This design comes from an exercise in tuning for small area, a short achievable clock period and few clock cycles per item on the open sky130 flow, not from production work. In this exercise RTL edits were held to simulation tests only and were not proved equivalent to the original. The flow treats the clock pin as an ideal source, which a real chip does not have. No activity file was given, so power comes from the tool's default toggle rates.

run 1:
==> flow/design.v (excerpt) <==
module jpc_idecode(
    input  wire        clk,
    input  wire        rst,
    input  wire [31:0] instr_I,
    input  wire        instr_valid_I,
    input  wire        decode_ready_I,
    output wire        instr_ready_O,
    output wire [6:0]  opcode_O,
    output wire [2:0]  funct3_O,
    output wire [4:0]  rd_O,
    output wire [31:0] imm32_O,
    output wire [4:0]  rs1_O,
    output wire [4:0]  rs2_O,
    output wire [6:0]  funct7_O,
    output wire        ecall_O,
    output wire        ebreak_O,
    output wire        fence_O,
    output wire        fence_i_O,
    output wire        error_O,
    output reg         decode_valid_O
);
For scale: ~130 cells after synthesis, ~45 flip-flops, roughly 110 I/O pins, about 1500 sq um of cells after synthesis.
==> flow/config.mk <==
export PLATFORM = sky130hd
export DESIGN_NAME = jpc_idecode
export DESIGN_NICKNAME = jpc_idecode
export VERILOG_FILES = /design/flow/design.v
export SDC_FILE = /design/flow/constraint.sdc
export NUM_CORES = 4
export LEC_CHECK = 0
export CAP_MARGIN = 20
export CORE_MARGIN = 2
export CORE_UTILIZATION = 40
export PLACE_DENSITY = 0.9
export SETUP_SLACK_MARGIN = 2.65
export SLEW_MARGIN = 20
==> flow/constraint.sdc <==
create_clock -name core_clock -period 5.0 [get_ports {clk}]
set_input_delay 1.0000 -clock core_clock [delete_from_list [all_inputs] [get_ports {clk}]]
set_output_delay 1.0000 -clock core_clock [all_outputs]
set_load 0.01 [all_outputs]
standard.sh (not shown) runs the stock make flow with config.mk's settings and CLKGATE_MAP_FILE= SYNTH_SCRIPT=/design/flow/synth_recipe.tcl, a recipe that flattens the netlist after the stock synthesis.
==> flow/flow/run.sh <==
#!/bin/bash
# The standard layout with three changes:
#  - synthesis maps the logic with an area-oriented ABC script (flow/synth.tcl is the standard flow's
#    standard synthesis script with only ABC's script replaced by flow/abc_area.script);
#  - the port buffers are the platform's smallest plain buffer (buf_1) instead of the
#    default pick, a delay cell;
#  - clock tree synthesis is replaced by flow/clock.tcl: a few clock buffers, each at the
#    centre of a group of nearby flip-flops, driven directly by the clock port.
# Each tool's full output goes to a log of its own in this folder.
set -euo pipefail
HERE=$(pwd)
export MY_ABC_SCRIPT=$HERE/flow/abc_area.script
SYN="SYNTH_SCRIPT=$HERE/flow/synth.tcl"
PORTS="BUFFER_PORTS_ARGS=-buffer_cell sky130_fd_sc_hd__buf_1"
bash standard.sh "$SYN" "$PORTS" place > flow_place.log 2>&1
MARGIN=$(sed -n "s/^export SETUP_SLACK_MARGIN *= *//p" config.mk)
SETUP_SLACK_MARGIN=${MARGIN:-0} RES_DIR=orfs/results/$FLOW_PLATFORM/jpc_idecode/base \
  CLOCK_GROUPS=3 CLOCK_BUF=sky130_fd_sc_hd__clkbuf_8 \
  openroad -no_init -exit flow/clock.tcl > flow_clock.log 2>&1
bash standard.sh "$SYN" "$PORTS" finish > flow_finish.log 2>&1
==> flow/flow/clock.tcl <==
# Clock distribution in place of ORFS's clock tree synthesis: the flip-flops are split into
# a few groups by position (k-means), and one clock buffer at the centre of each group drives
# that group's clock pins; the clock port drives only these buffers. Then the same timing
# repair and legalisation as ORFS's CTS step, and its outputs (4_1_cts.odb, 4_cts.sdc).
set res $::env(RES_DIR)
set k $::env(CLOCK_GROUPS)
set buf_cell $::env(CLOCK_BUF)
read_liberty $::env(FLOW_HOME)/platforms/sky130hd/lib/sky130_fd_sc_hd__tt_025C_1v80.lib
read_db $res/3_place.odb
read_sdc $res/3_place.sdc
source $::env(FLOW_HOME)/platforms/sky130hd/setRC.tcl

set block [ord::get_db_block]
set dbu [$block getDbUnitsPerMicron]

# clock pin of each flip-flop and its position in um
set pts {}
foreach pin [all_registers -clock_pins] {
  set bbox [[sta::sta_to_db_inst [get_cells -of_objects $pin]] getBBox]
  lappend pts [list $pin [expr {([$bbox xMin] + [$bbox xMax]) / 2.0 / $dbu}] \
                         [expr {([$bbox yMin] + [$bbox yMax]) / 2.0 / $dbu}]]
}
set n [llength $pts]

# k-means, seeded with points spread along x+y
set sorted [lsort -real -command {apply {{a b} {
  set d [expr {[lindex $a 1] + [lindex $a 2] - [lindex $b 1] - [lindex $b 2]}]
  expr {$d < 0 ? -1 : ($d > 0 ? 1 : 0)}}}} $pts]
set cents {}
for {set c 0} {$c < $k} {incr c} {
  set p [lindex $sorted [expr {int(($c + 0.5) * $n / $k)}]]
  lappend cents [list [lindex $p 1] [lindex $p 2]]
}
for {set it 0} {$it < 50} {incr it} {
  for {set c 0} {$c < $k} {incr c} { set grp($c) {}; set sx($c) 0.0; set sy($c) 0.0 }
  foreach p $pts {
    set best 0; set bd 1e30
    for {set c 0} {$c < $k} {incr c} {
      set dx [expr {[lindex $p 1] - [lindex $cents $c 0]}]
      set dy [expr {[lindex $p 2] - [lindex $cents $c 1]}]
      set d [expr {$dx * $dx + $dy * $dy}]
      if {$d < $bd} { set bd $d; set best $c }
    }
    lappend grp($best) [lindex $p 0]
    set sx($best) [expr {$sx($best) + [lindex $p 1]}]
    set sy($best) [expr {$sy($best) + [lindex $p 2]}]
  }
  set new {}
  for {set c 0} {$c < $k} {incr c} {
    set m [llength $grp($c)]
    if {$m == 0} { lappend new [lindex $cents $c] } else {
      lappend new [list [expr {$sx($c) / $m}] [expr {$sy($c) / $m}]]
    }
  }
  set cents $new
}

# final assignment with at most ceil(n/k) flip-flops per group: nearest pairs first
set cap [expr {($n + $k - 1) / $k}]
set pairs {}
foreach p $pts {
  for {set c 0} {$c < $k} {incr c} {
    set dx [expr {[lindex $p 1] - [lindex $cents $c 0]}]
    set dy [expr {[lindex $p 2] - [lindex $cents $c 1]}]
    lappend pairs [list [expr {$dx * $dx + $dy * $dy}] [lindex $p 0] $c [lindex $p 1] [lindex $p 2]]
  }
}
for {set c 0} {$c < $k} {incr c} { set grp($c) {}; set sx($c) 0.0; set sy($c) 0.0 }
set done [dict create]
foreach q [lsort -real -index 0 $pairs] {
  lassign $q d pin c x y
  if {[dict exists $done $pin] || [llength $grp($c)] >= $cap} { continue }
  dict set done $pin 1
  lappend grp($c) $pin
  set sx($c) [expr {$sx($c) + $x}]
  set sy($c) [expr {$sy($c) + $y}]
}
set cents {}
for {set c 0} {$c < $k} {incr c} {
  set m [llength $grp($c)]
  if {$m == 0} { lappend cents {0 0} } else { lappend cents [list [expr {$sx($c) / $m}] [expr {$sy($c) / $m}]] }
}

for {set c 0} {$c < $k} {incr c} {
  if {[llength $grp($c)] == 0} { continue }
  lassign [lindex $cents $c] x y
  puts "clock group $c: [llength $grp($c)] flip-flops, buffer at $x $y"
  set sta_buf [insert_buffer -buffer_cell $buf_cell -net clk -load_pins $grp($c) \
    -location [list $x $y] -buffer_name clkbuf_$c -net_name clknet_$c]
  set buf [sta::sta_to_db_inst $sta_buf]
  foreach term {A X} { [[$buf findITerm $term] getNet] setSigType CLOCK }
}

set_propagated_clock [all_clocks]
estimate_parasitics -placement
detailed_placement
estimate_parasitics -placement
set margin 0
if {[info exists ::env(SETUP_SLACK_MARGIN)]} { set margin $::env(SETUP_SLACK_MARGIN) }
repair_timing -setup -setup_margin $margin -repair_tns 100
repair_timing -hold -hold_margin 0
detailed_placement
check_placement -verbose
report_checks -path_delay max -group_path_count 5 -format end
report_check_types -max_slew -max_capacitance -violators
foreach pin [all_registers -clock_pins] {
  set s [get_property $pin slew_max]
  if {![info exists worst] || $s > $worst} { set worst $s }
}
puts "worst flip-flop clock slew (estimated): $worst"
write_db $res/4_1_cts.odb
write_sdc -no_timestamp $res/4_cts.sdc
Other scripts of this flow, unchanged in this note and not shown: flow/flow/abc_area.script, flow/flow/synth.tcl
Both conditions hold for run 1: the flow ran to the end and the final layout passed the timing, design-rule and antenna checks.
Testbench counts of run 1, summed over its fixed seeds: cycles 12,646, items 12,000.
Edits applied to the flow inputs when going from run 1 to run 2:
# run 1
export LEC_CHECK = 0
export CAP_MARGIN = 20
export CORE_MARGIN = 2
export CORE_UTILIZATION = 40
export PLACE_DENSITY = 0.9
export SETUP_SLACK_MARGIN = 2.65
export SLEW_MARGIN = 20
create_clock -name core_clock -period 5.0 [get_ports {clk}]
# run 2
export LEC_CHECK = 0
export CAP_MARGIN = 20
export CORE_MARGIN = 2
export CORE_UTILIZATION = 40
export SETUP_SLACK_MARGIN = 2.65
export SLEW_MARGIN = 20
create_clock -name core_clock -period 5.0 [get_ports {clk}]
-- flow/flow/run.sh --
<<< run 1, line 16
MARGIN=$(sed -n "s/^export SETUP_SLACK_MARGIN *= *//p" config.mk)
SETUP_SLACK_MARGIN=${MARGIN:-0} RES_DIR=orfs/results/$FLOW_PLATFORM/jpc_idecode/base \
  CLOCK_GROUPS=3 CLOCK_BUF=sky130_fd_sc_hd__clkbuf_8 \
  openroad -no_init -exit flow/clock.tcl > flow_clock.log 2>&1
bash standard.sh "$SYN" "$PORTS" finish > flow_finish.log 2>&1
>>> run 2, line 16
MARGIN=$(sed -n "s/^export SETUP_SLACK_MARGIN *= *//p" config.mk)
SETUP_SLACK_MARGIN=${MARGIN:-0} RES_DIR=orfs/results/$FLOW_PLATFORM/jpc_idecode/base \
  CLOCK_GROUPS=4 CLOCK_BUF=sky130_fd_sc_hd__clkbuf_4 \
  openroad -no_init -exit flow/clock.tcl > flow_clock.log 2>&1
bash standard.sh "$SYN" "$PORTS" finish > flow_finish.log 2>&1
Notes after the runs:
- Every stage of the flow completed for run 2, and the final layout passed the timing, design-rule and antenna checks.
- Post-synth net total: run 2 vs run 1 — no meaningful difference
- From run 1 to run 2 the numbers moved as follows: maximum frequency moved up, via-per-instance ratio moved up.
Input-level comparison between run 3 and run 2:
# run 2
export LEC_CHECK = 0
export CAP_MARGIN = 20
export CORE_MARGIN = 2
export CORE_UTILIZATION = 40
export SETUP_SLACK_MARGIN = 2.65
export SLEW_MARGIN = 20
create_clock -name core_clock -period 5.0 [get_ports {clk}]
# run 3
export LEC_CHECK = 0
export CAP_MARGIN = 20
export CORE_MARGIN = 2
export CORE_UTILIZATION = 40
export GPL_TIMING_DRIVEN = 0
export SETUP_SLACK_MARGIN = 2.65
export SLEW_MARGIN = 20
create_clock -name core_clock -period 5.0 [get_ports {clk}]
-- flow/flow/run.sh --
<<< run 2, line 16
MARGIN=$(sed -n "s/^export SETUP_SLACK_MARGIN *= *//p" config.mk)
SETUP_SLACK_MARGIN=${MARGIN:-0} RES_DIR=orfs/results/$FLOW_PLATFORM/jpc_idecode/base \
  CLOCK_GROUPS=4 CLOCK_BUF=sky130_fd_sc_hd__clkbuf_4 \
  openroad -no_init -exit flow/clock.tcl > flow_clock.log 2>&1
bash standard.sh "$SYN" "$PORTS" finish > flow_finish.log 2>&1
>>> run 3, line 16
MARGIN=$(sed -n "s/^export SETUP_SLACK_MARGIN *= *//p" config.mk)
SETUP_SLACK_MARGIN=${MARGIN:-0} RES_DIR=orfs/results/$FLOW_PLATFORM/jpc_idecode/base \
  CLOCK_GROUPS=3 CLOCK_BUF=sky130_fd_sc_hd__clkbuf_8 \
  openroad -no_init -exit flow/clock.tcl > flow_clock.log 2>&1
bash standard.sh "$SYN" "$PORTS" finish > flow_finish.log 2>&1
- STATUS worst hold slack: run 3 wins against run 2
- Met3 layer usage reported by global route in run 3 vs run 2: down 0.35 points
- Delta (run 3 minus run 2): total length of routed met2 wires now sits higher, cell area after synthesis now sits at about the same level, sequential share of layout area now sits lower.
- Taking run 2 as the reference, in run 3 global-route usage higher, slew at the pin closest to its max-slew limit lower.
#### Input delta (run 4 over run 3)
# run 3
export LEC_CHECK = 0
export CAP_MARGIN = 20
export CORE_MARGIN = 2
export CORE_UTILIZATION = 40
export GPL_TIMING_DRIVEN = 0
export SETUP_SLACK_MARGIN = 2.65
export SLEW_MARGIN = 20
create_clock -name core_clock -period 5.0 [get_ports {clk}]
# run 4
export LEC_CHECK = 0
export CAP_MARGIN = 20
export CORE_MARGIN = 2
export CORE_UTILIZATION = 70
export SETUP_SLACK_MARGIN = 2.65
export SLEW_MARGIN = 20
create_clock -name core_clock -period 5.0 [get_ports {clk}]
==> comparison <==
- Run 4 reached the end of the flow, and the finished layout is clean on the timing, design-rule and antenna checks.
- Across both runs, multi-input gate share of total cell area was higher for run 4 than for run 3.
- Higher time the worst path needs with I/O delays and setup among run 3 and run 4: run 3
- Worst slack on hold paths essentially unchanged between run 4 and run 3.
- Re fraction of final layout cells sized beyond drive strength 1: run 3 and run 4 aren't equal, and the lower value belongs to run 4.
- Number of placement rows for run 4 is lower than for run 3.
- Relative to run 3, the die area of run 4 is lower by about 40%.
- Compared with run 3, run 4 shows a higher final setup slack of the worst path.
- Taking run 4 as 1.0, run 3 lands at 0.920 on power density over the cells.
- Run 3 → run 4: number of filler cells placed in the layout down about 80%, leakage component of the power shrank by 11%.

port drivers added, routing unchanged:
The flow's constraints put no driver on any port. The routed layouts listed below were extracted and timed again, unchanged, in two steps.
Step 1 (the two cells are an assumption about what drives the block):
set clk [get_ports {clk}]
set_driving_cell -lib_cell sky130_fd_sc_hd__clkbuf_16 $clk
set_driving_cell -lib_cell sky130_fd_sc_hd__buf_2 [delete_from_list [all_inputs] $clk]
Step 2 also shifts input and output timing later by t, the mid clock arrival at the registers, as if the neighbouring blocks saw the same clock.
Three values: ideal, step 1, step 2; two values: the first two.
run | shift t [ns] | slack for setup (ns) | worst data-port slew with drivers (ns) | pins driven straight from the clock port
run 1 | 0.187 | 2.767 / 2.729 / 2.722 | 0.04 | 3
run 2 | 0.207 | 2.775 / 2.733 / 2.688 | 0.04 | 4
run 3 | 0.192 | 2.687 / 2.667 / 2.667 | 0.04 | 3
run 4 | 0.190 | 2.713 / 2.676 / 2.594 | 0.05 | 3
After both steps every run listed still meets setup and hold. For run 4, which loses most, drivers alone change the setup slack by -0.037 ns; drivers and shift together by -0.119 ns.
